Source: an optimization exercise on an open RTL-to-GDS flow (aim: small area). Production flows keep margins and buffers that such runs may drop.
In this exercise RTL edits were held to simulation tests only and were not proved equivalent to the original.
The flow treats the clock pin as an ideal source, which a real chip does not have.
No activity file was given, so power comes from the tool's default toggle rates.

**design/flow/design.v**
```verilog
`default_nettype none
module debouncer(
    input  wire i_clk,
    input  wire i_rst,
    input  wire i_in,
    output wire o_rise
);
    localparam [7:0] POL = 8'b0100_1010;
    reg  [7:0] s;
    wire [7:0] v = s ^ POL;
    wire       q_in      = v[7];
    wire       r_in      = v[6];
    wire       r_last    = v[5];
    wire       different = v[4];
    wire [2:0] timer     = v[3:1];
    wire       o_deb     = v[0];
    wire ztimer = (timer == 3'b000);
    wire first  = (timer == 3'b001);
    wire fb     = ztimer ? different
                : ((~timer[2] & timer[0]) | (timer[2] & timer[1] & ~timer[0]));
    wire [7:0] nv = {i_in,                                   
                     q_in,                                   
                     r_in,                                   
                     (different & ~ztimer) | (r_in ^ o_deb), 
                     timer[1:0], fb,                         
                     ztimer ? r_last : o_deb};               
    always @(posedge i_clk)
        if (i_rst)
            s <= POL;         
        else
            s <= nv ^ POL;
    assign o_rise = o_deb & first & ~(different ^ r_last);
endmodule
`default_nettype wire
`default_nettype wire
module Clock_Generator (
    input  clk,
    input  rst,
    input  btnU,
    input  btnC,
    input  btnD,
    output reg tick,
    output reg reset
);
    wire eU, eC, eD;
    debouncer dU (.i_clk(clk), .i_rst(rst), .i_in(btnU), .o_rise(eU));
    debouncer dC (.i_clk(clk), .i_rst(rst), .i_in(btnC), .o_rise(eC));
    debouncer dD (.i_clk(clk), .i_rst(rst), .i_in(btnD), .o_rise(eD));
    reg pause;
    reg [1:0] i;
    reg [2:0] counter;
    reg slow_clk;
    wire pause_n = pause ^ eC;
    reg  ge;
    always @(*) begin
        case (i)
            2'd0: ge = (counter == 3'd7);
            2'd1: ge = (counter >= 3'd3);
            2'd2: ge = (counter != 3'd0);
            default: ge = 1'b1;
        endcase
    end
    wire toggle = ~pause_n & ge;
    always @(posedge clk) begin
        if (rst) begin
            pause <= 1'b0;
            i <= 2'd0;
            counter <= 3'd0;
            slow_clk <= 1'b0;
            tick <= 1'b0;
            reset <= 1'b0;
        end else begin
            pause <= pause_n;
            if (eD)
                i <= 2'd0;
            else if (~pause_n & eU)
                i <= i + 2'd1;
            if (eD | toggle)
                counter <= 3'd0;
            else if (~pause_n)
                counter <= counter + 3'd1;
            if (toggle)
                slow_clk <= ~slow_clk;
            tick <= toggle & ~slow_clk;
            reset <= eD;
        end
    end
endmodule
module Counter(
    input clk,
    input rst,
    input tick,
    input reset,
    output [31:0] data
);
    reg [3:0] a0, a1, b2, b4, b6, b7;
    reg [2:0] b3, b5;
    function [3:0] inc10(input [3:0] d, input c);
        inc10 = d ^ {c & ((d[3] & d[0]) | (d[2] & d[1] & d[0])),
                     c & d[1] & d[0],
                     c & d[0] & ~d[3],
                     c};
    endfunction
    function [2:0] inc6(input [2:0] d, input c);
        inc6 = d ^ {c & d[0] & (d[2] | d[1]),
                    c & d[0] & ~d[2],
                    c};
    endfunction
    wire c0 = tick;
    wire c1 = c0 & a0[3] & a0[0];
    wire c2 = c1 & a1[3] & a1[0];
    wire c3 = c2 & b2[3] & b2[0];
    wire c4 = c3 & b3[2] & b3[0];
    wire c5 = c4 & b4[3] & b4[0];
    wire c6 = c5 & b5[2] & b5[0];
    wire c7 = c6 & b6[3] & b6[0];
    always @(posedge clk) begin
        if (rst | reset) begin
            a0 <= 4'd0; a1 <= 4'd0; b2 <= 4'd0; b3 <= 3'd0;
            b4 <= 4'd0; b5 <= 3'd0; b6 <= 4'd0; b7 <= 4'd0;
        end else begin
            a0 <= inc10(a0, c0);
            a1 <= inc10(a1, c1);
            b2 <= inc10(b2, c2);
            b3 <= inc6(b3, c3);
            b4 <= inc10(b4, c4);
            b5 <= inc6(b5, c5);
            b6 <= inc10(b6, c6);
            b7 <= inc10(b7, c7);
        end
    end
    assign data = {b7, b6, 1'b0, b5, b4, 1'b0, b3, b2, a1, a0};
endmodule
`default_nettype wire
module Seven_Seg(
    input clk,
    input rst,
    input [31:0] data,
    output [7:0] anode,
    output dp,
    output reg [6:0] cathode
);
    reg [6:0] lfsr;
    reg       step;    
    reg [2:0] idx;     
    reg       valid;   
    wire wrap = lfsr[6] & (lfsr[3:0] == 4'd0);    
    always @(posedge clk) begin
        if (rst) begin
            lfsr <= 7'd0;
            step <= 1'b0;
            idx <= 3'd7;
            valid <= 1'b0;
        end else begin
            lfsr <= wrap ? 7'd0 : {lfsr[5:0], ~(lfsr[6] ^ lfsr[3])};
            step <= wrap;
            if (step) begin
                idx <= idx + 3'd1;
                valid <= 1'b1;
            end
        end
    end
    wire [7:0] sel = valid ? (8'd1 << idx) : 8'd0;
    assign anode = ~sel;
    assign dp = ~(sel[2] | sel[4] | sel[6]);
    wire [3:0] d = ({4{sel[0]}} & data[3:0])   | ({4{sel[1]}} & data[7:4])
                 | ({4{sel[2]}} & data[11:8])  | ({4{sel[3]}} & data[15:12])
                 | ({4{sel[4]}} & data[19:16]) | ({4{sel[5]}} & data[23:20])
                 | ({4{sel[6]}} & data[27:24]) | ({4{sel[7]}} & data[31:28]);
    always @(*) begin
        case (d)
            4'h0: cathode = 7'b1000000;
            4'h1: cathode = 7'b1111001;
            4'h2: cathode = 7'b0100100;
            4'h3: cathode = 7'b0110000;
            4'h4: cathode = 7'b0011001;
            4'h5: cathode = 7'b0010010;
            4'h6: cathode = 7'b0000010;
            4'h7: cathode = 7'b1111000;
            4'h8: cathode = 7'b0000000;
            4'h9: cathode = 7'b0010000;
            4'hA: cathode = 7'b0100100;
            4'hB: cathode = 7'b0110000;
            4'hC: cathode = 7'b0011001;
            4'hD: cathode = 7'b0010010;
            4'hE: cathode = 7'b0000010;
            default: cathode = 7'b1111000;
        endcase
    end
endmodule
`default_nettype wire
`timescale 1ns / 1ps
module Top(
    input clk,
    input rst,
    input btnU,
    input btnC,
    input btnD,
    output dp,
    output [7:0] SevenSegAn,
    output [6:0] SevenSegCat
);
    wire tick, reset;
    Clock_Generator Clock_Generator_inst(.clk(clk), .rst(rst), .btnU(btnU), .btnC(btnC), .btnD(btnD), .tick(tick), .reset(reset));
    wire [31:0] data;
    Counter Counter_inst(.clk(clk), .rst(rst), .tick(tick), .reset(reset), .data(data));
    Seven_Seg Seven_Seg_inst(.clk(clk), .rst(rst), .data(data), .anode(SevenSegAn), .dp(dp), .cathode(SevenSegCat));
endmodule
```
**design/flow/flow/run.sh**
```bash
#!/bin/bash
# Own layout flow: the standard synthesis, then an area re-mapping of its
# combinational logic (registers untouched: same instances, names and cell
# types), then the standard layout steps with small port buffers and a clock
# tree without dummy loads. Each tool writes its own log in this folder.
set -euo pipefail
W=$(pwd)
F=$W/flow
R=$W/orfs/results/$FLOW_PLATFORM/Top/base
YOSYS=${YOSYS_EXE:-$(command -v yosys || echo /OpenROAD-flow-scripts/tools/install/yosys/bin/yosys)}
LIB=$FLOW_HOME/platforms/sky130hd/lib/sky130_fd_sc_hd__tt_025C_1v80.lib
FF_RE='sky130_fd_sc_hd__[a-z]*df[a-z0-9_]* '

bash standard.sh synth > $W/standard_synth.log 2>&1
cp $R/1_2_yosys.v $W/standard_synth_netlist.v
nff=$(grep -cE "$FF_RE" $W/standard_synth_netlist.v)

# One round: re-map netlist $1 with each seed in $3 (4 at a time), tagged $2;
# prints "area file" of the smallest valid result.
remap_round() {
  local in=$1 tag=$2 seeds=$3 pids=() s a best="" bestA=""
  for s in $seeds; do
    sed "s/@SEED@/$s/" $F/abc.script > $W/abc_${tag}_$s.script
    REMAP_LIB=$LIB REMAP_IN=$in REMAP_OUT=$W/remapped_${tag}_$s.v \
    REMAP_ABC=$W/abc_${tag}_$s.script $YOSYS -c $F/remap.tcl > $W/remap_${tag}_$s.log 2>&1 &
    pids+=($!)
    if (( ${#pids[@]} >= 4 )); then
      for p in "${pids[@]}"; do wait $p || true; done
      pids=()
    fi
  done
  for p in "${pids[@]+"${pids[@]}"}"; do wait $p || true; done
  for s in $seeds; do
    [[ -f $W/remapped_${tag}_$s.v ]] || continue
    grep -q "ERROR" $W/remap_${tag}_$s.log && continue
    [[ $(grep -cE "$FF_RE" $W/remapped_${tag}_$s.v) == $nff ]] || continue
    a=$(grep "Chip area for module" $W/remap_${tag}_$s.log | tail -1 | awk '{print $NF}')
    # a mapping that lost its logic is not a candidate
    awk -v a=$a -v n=$nff 'BEGIN{exit !(a > n*20.02*1.3)}' || continue
    if [[ -z $best ]] || awk -v a=$a -v b=$bestA 'BEGIN{exit !(a < b)}'; then
      best=$W/remapped_${tag}_$s.v; bestA=$a
    fi
  done
  echo "$bestA $best"
}

# Several rounds, each starting from the best netlist so far.
cur=$W/standard_synth_netlist.v; curA=999999
round=0
for seeds in "$(cat $F/seeds.txt)" "21 22 23 24 25 26 27 28" "31 32 33 34 35 36 37 38"; do
  round=$((round+1))
  read -r a f <<< "$(remap_round $cur r$round "$seeds")"
  echo "round $round: best ${a:-none} ${f:-}" >> $W/remap_choice.log
  if [[ -n "${f:-}" ]] && awk -v a=$a -v b=$curA 'BEGIN{exit !(a < b)}'; then
    cur=$f; curA=$a
  fi
done
echo "chosen: $curA $cur" >> $W/remap_choice.log
if [[ $cur != $W/standard_synth_netlist.v ]]; then
  cp $cur $R/1_2_yosys.v
  rm -f $R/1_synth.odb
fi

export BUFFER_PORTS_ARGS="-buffer_cell sky130_fd_sc_hd__buf_1"
export CTS_ARGS="$(cat $F/cts_args.txt)"
export POST_CTS_TCL=$F/post_cts.tcl
bash standard.sh > $W/standard_layout.log 2>&1
```
**design/flow/flow/abc.script**
```
strash
&get -n
&deepsyn -T 15 -S @SEED@
&put
dch -f
&get -n
&nf -a -R 1000
&put
topo
```
**design/flow/flow/cts_args.txt**
```
-sink_clustering_enable -repair_clock_nets -dont_use_dummy_load -buf_list sky130_fd_sc_hd__clkbuf_4 -root_buf sky130_fd_sc_hd__clkbuf_4 -tree_buf sky130_fd_sc_hd__clkbuf_4 -sink_clustering_size 10 -sink_clustering_max_diameter 40
```
**design/flow/flow/post_cts.tcl**
```tcl
set slew_limit 0.115
set changed 0
for {set iter 0} {$iter < 6} {incr iter} {
  estimate_parasitics -placement
  set worst 0
  set worst_pin ""
  foreach pin [get_pins -of_objects [all_registers] -filter "name == CLK"] {
    set s [get_property $pin slew_max]
    if { $s > $worst } { set worst $s; set worst_pin $pin }
  }
  puts "post_cts: worst flip-flop clock pin slew $worst"
  if { $worst <= $slew_limit || $worst_pin eq "" } { break }
  set net [get_nets -of_objects $worst_pin]
  set drv [get_cells -of_objects [get_pins -of_objects $net -filter "direction == output"]]
  if { [get_property $drv ref_name] == "sky130_fd_sc_hd__clkbuf_8" } {
    set drv [get_cells clkbuf_0_clk]
    if { [get_property $drv ref_name] == "sky130_fd_sc_hd__clkbuf_8" } { break }
  }
  replace_cell $drv sky130_fd_sc_hd__clkbuf_8
  puts "post_cts: upsized [get_full_name $drv] to clkbuf_8"
  set changed 1
}
if { $changed } {
  detailed_placement
  check_placement -verbose
  estimate_parasitics -placement
}
```
**design/flow/flow/remap.tcl**
```tcl
# Re-map the combinational logic of the standard synthesis netlist for area.
# The flip-flops stay as they are: same instances, names and cell types.
set lib $::env(REMAP_LIB)
yosys read_liberty -ignore_miss_func $lib
yosys blackbox sky130_fd_sc_hd__*df* sky130_fd_sc_hd__*dl*
yosys read_verilog $::env(REMAP_IN)
yosys hierarchy -top $::env(FLOW_TOP)
yosys flatten
yosys opt_clean -purge
yosys abc -liberty $lib -dont_use *lpflow* -dont_use *probe* -script $::env(REMAP_ABC)
yosys opt_clean -purge
yosys hilomap -singleton -hicell sky130_fd_sc_hd__conb_1 HI -locell sky130_fd_sc_hd__conb_1 LO
yosys splitnets
yosys opt_clean -purge
yosys stat -liberty $lib
yosys write_verilog -noattr -nohex -nodec $::env(REMAP_OUT)
```
**design/flow/flow/seeds.txt**
```
1 2 3 4 5 6 7 8 9 10 11 12
```
**design/flow/standard.sh**
```bash
#!/bin/bash
# synth_recipe.tcl (not shown) runs the flow's synth.tcl, then flattens the netlist and writes it again
# the make line also repeats each setting of config.mk as NAME=value (left out here)
make -C /OpenROAD-flow-scripts/flow DESIGN_CONFIG=/design/flow/config.mk WORK_HOME=/design/flow/orfs CLKGATE_MAP_FILE= SYNTH_SCRIPT=/design/flow/synth_recipe.tcl "${@:-finish}"
```
**design/flow/config.mk**
```make
export PLATFORM = sky130hd
export DESIGN_NAME = Top
export DESIGN_NICKNAME = Top
export VERILOG_FILES = /design/flow/design.v
export SDC_FILE = /design/flow/constraint.sdc
export NUM_CORES = 4
export LEC_CHECK = 0
export CAP_MARGIN = 20
export CORE_MARGIN = 2
export CORE_UTILIZATION = 40
export SLEW_MARGIN = 20
```
**design/flow/constraint.sdc**
```tcl
create_clock -name core_clock -period 10.0 [get_ports {clk}]
set_input_delay 2.0000 -clock core_clock [delete_from_list [all_inputs] [get_ports {clk}]]
set_output_delay 2.0000 -clock core_clock [all_outputs]
set_load 0.01 [all_outputs]
```
==> summary.md <==
| Metric | Value |
|---|---|
| Vias | 2354 |
| Clock Sink Count | 75 |
| Final WL | 5760 µm |
| Final setup viols | 0 |
| DRC | 0 |
| Startpoint Class | register |
| Max Cap Violations | 0 |
| Gr usage total | between 10% and 20% |
| Vias per cell | approximately 5.1 |
| Critical path endpoint category | primary output |
| WP buf/inv | 2 |
| Worst skew pair latency | 0.42 ns |
| Status | timing/DRC/antenna clean |
| Die Span Y | 89.2 µm |
| Arrival time at the worst endpoint | 2.81 ns |
| Initial antenna violation count | 0 |
| Hold Slack | 0.358 ns |
| Crit path max-delay family | compound AO/OA/AOI/OAI gates |
| Pint | ~0.00036 W |
| Crit path required time | around 8.0 ns |
| Synth Instances | 329 |
| Cell Area, Synth | approximately 2900 µm² |
| CTS tree | done |
| Number of global-route vias before repair | approximately 2100 |
| First-pass GRT wire length | around 9400 µm |
| Proportion of layout cells with a drive suffix above 1 | around 3.3% |
| Gr ovfl total | 0 |
| Layout area overhead | 10.1% |
| Critical-path cell list | nor2b_1, a222oi_1, a32oi_1, a21o_1, clkinv_1, o22a_1, nor2_1, o21a_1, and2_0, buf_1 |
| Detail Placement HPWL | 4000 µm |
| Final setup margin | between 5 and 6 ns |
| Final setup skew | approximately 0.026 ns |
| Mapped Avg Cell Area | 8.83 µm² |
| Comb power frac | between 3 and 4% |
| Total of warnings raised by yosys | 4 |
| Crit Path Max Fanout | 9 |
| # diodes | 0 |
| Final Wtd Congestion | about 0.78 |
| Clock power frac | a little under a third |
| RSZ-0062 raised after global routing | no |
| Power Density | about 150 nW/µm² |
| HP Class | register to register |
| Sw Share | 22.4% |
| # IOs | 21 |
| Most frequent cells in the layout | 75 x dfxtp_1, 36 x nor2_1, 36 x a21oi_1 |
| NetSw | 0.000104 W |
| Site row count | 31 |
| Largest net degree at the start of global routing | 42 |
| Fmax | 208 MHz |
| Seq pwr share | ~66% |
| Core area | 7140 µm² |
| Commonest non-fill, non-tap cell in the layout | dfxtp_1 |
| Fillers | 724 |
| Overall power | 0.000466 W |
| Final Slew Violations | 0 |
| Clock-pin slew on the worst setup and hold paths | around 0.10 ns |
| Wirelength per Cell | about 13 µm |
| Worst Setup Path Type | register to primary output |
| Setup_tns | 0 ns |
| Worst path slowest cell | dfxtp_1 |
| Post-place setup slack | around 5.7 ns |
| IR Drop Worst-Case VDD | approximately 0.093 mV |
| Leakage power | 1.16 nW |
| Final worst path period share | 48.1% |
| Number of nets still failing antenna checks after routing | 0 |
| Slew @ Worst Pin | roughly 0.57 ns |
| Final net count | approximately 370 |
| Min Tclk post-route | 4.81 ns |
| DRT Pass-1 Iters | 4 |
| Die area | 7960 µm² |
| Slew margin rel. | around three fifths |
| Syn_nets | around 330 |
| Die Width | 89.2 µm |
| Final Hold Fails | 0 |
| Initial drt markers | about 110 |
| Starting Density | a little over 40% |
| # port buffers | 20 |
| Crit path largest cell delay | 0.49 ns |
## power by group through the flow
stage          Sequential [W]  Combinational (W)  Clock, W
2_1_floorplan        0.000315          0.0000110         0
3_3_place_gp         0.000316          0.0000160         0
3_5_place_dp         0.000316          0.0000165         0
5_1_grt              0.000310          0.0000188  0.000159
6_report             0.000309          0.0000161  0.000141
## through the flow
| stage | area (µm²) | utilization [%] | cells |
|---|---|---|---|
| after floorplan | 2910 | - | 329 |
| after global placement | 3120 | 43.7 | 450 |
| after detailed placement | 3120 | 43.7 | 450 |
| after global routing | 3200 | 44.8 | 459 |
| final | 3200 | 44.8 | 459 |
## worst register-to-register path: cells and delay by family (launching register included)
family / cells / cell delay, ns
flops: 1 / 0.44
simple gates: 10 / 2.61
compound gates: 1 / 0.22
## layout make-up
type | count | area [µm²] | area share (%)
timing repair buffer | 22 | 90.1 | 2.81
multi-input combinational | 240 | 1350 | 42.3
sequential | 75 | 1500 | 46.9
tap | 99 | 124 | 3.87
clock buffer | 9 | 80.1 | 2.50
inverter | 14 | 52.6 | 1.64
## worst paths after layout
check	slack [ns]	from	cells after the start	end
max	5.19	Seven_Seg_inst.idx[0]$_SDFFE_PP1P_	10	SevenSegCat[0]
min	0.36	Clock_Generator_inst.dC.s[7]$_SDFF_PP0_	1	Clock_Generator_inst.dC.s[6]$_SDFF_PP1_
max reg2reg	6.66	Counter_inst.a0[0]$_SDFF_PP0_	11	Counter_inst.b7[3]$_SDFF_PP0_
min reg2reg	0.36	Clock_Generator_inst.dC.s[7]$_SDFF_PP0_	1	Clock_Generator_inst.dC.s[6]$_SDFF_PP1_
## flip-flops by register name (all words and copies together) (netlist names), 3 cells and up
register                      flops
Clock_Generator_inst.dU.s         8
Counter_inst.b2                   4
Clock_Generator_inst.dC.s         8
Counter_inst.b7                   4
Clock_Generator_inst.dD.s         8
Clock_Generator_inst.counter      3
Counter_inst.b6                   4
Counter_inst.b3                   3
Seven_Seg_inst.idx                3
Seven_Seg_inst.lfsr               7
Counter_inst.b5                   3
Counter_inst.a1                   4
Counter_inst.b4                   4
Counter_inst.a0                   4
## per-layer routing
metal / global-route usage [%] / part of all wire [%]
met1: 21.5 / 52
met2: 22.1 / 42
met3: 3.79 / 4.7
met4: 9.09 / 1.5
met5: 0 / 0

[separate check: timing with driven ports]
In the flow no input, the clock included, has a driving cell. The finished layout below was timed again as built, in two steps.
Step 1: set_driving_cell puts a clkbuf_16 on clk and a buf_2 on each other input, an assumption about the parent block.
Step 2 also shifts input and output timing later by t, the mid clock arrival at the registers, as if the neighbouring blocks saw the same clock.
Three values: ideal ports, drivers, drivers and shift; two values: the first two.
t, ns: 0.439
setup slack, ns: 5.188 / 5.159 / 5.598
hold WS [ns]: 0.358 / 0.358 / 0.358
latest minus earliest clock arrival (ns): 0.026 / 0.026
After both steps setup and hold are still met in this run. For this run, drivers alone change the setup slack by -0.029 ns; drivers and shift together by +0.410 ns.
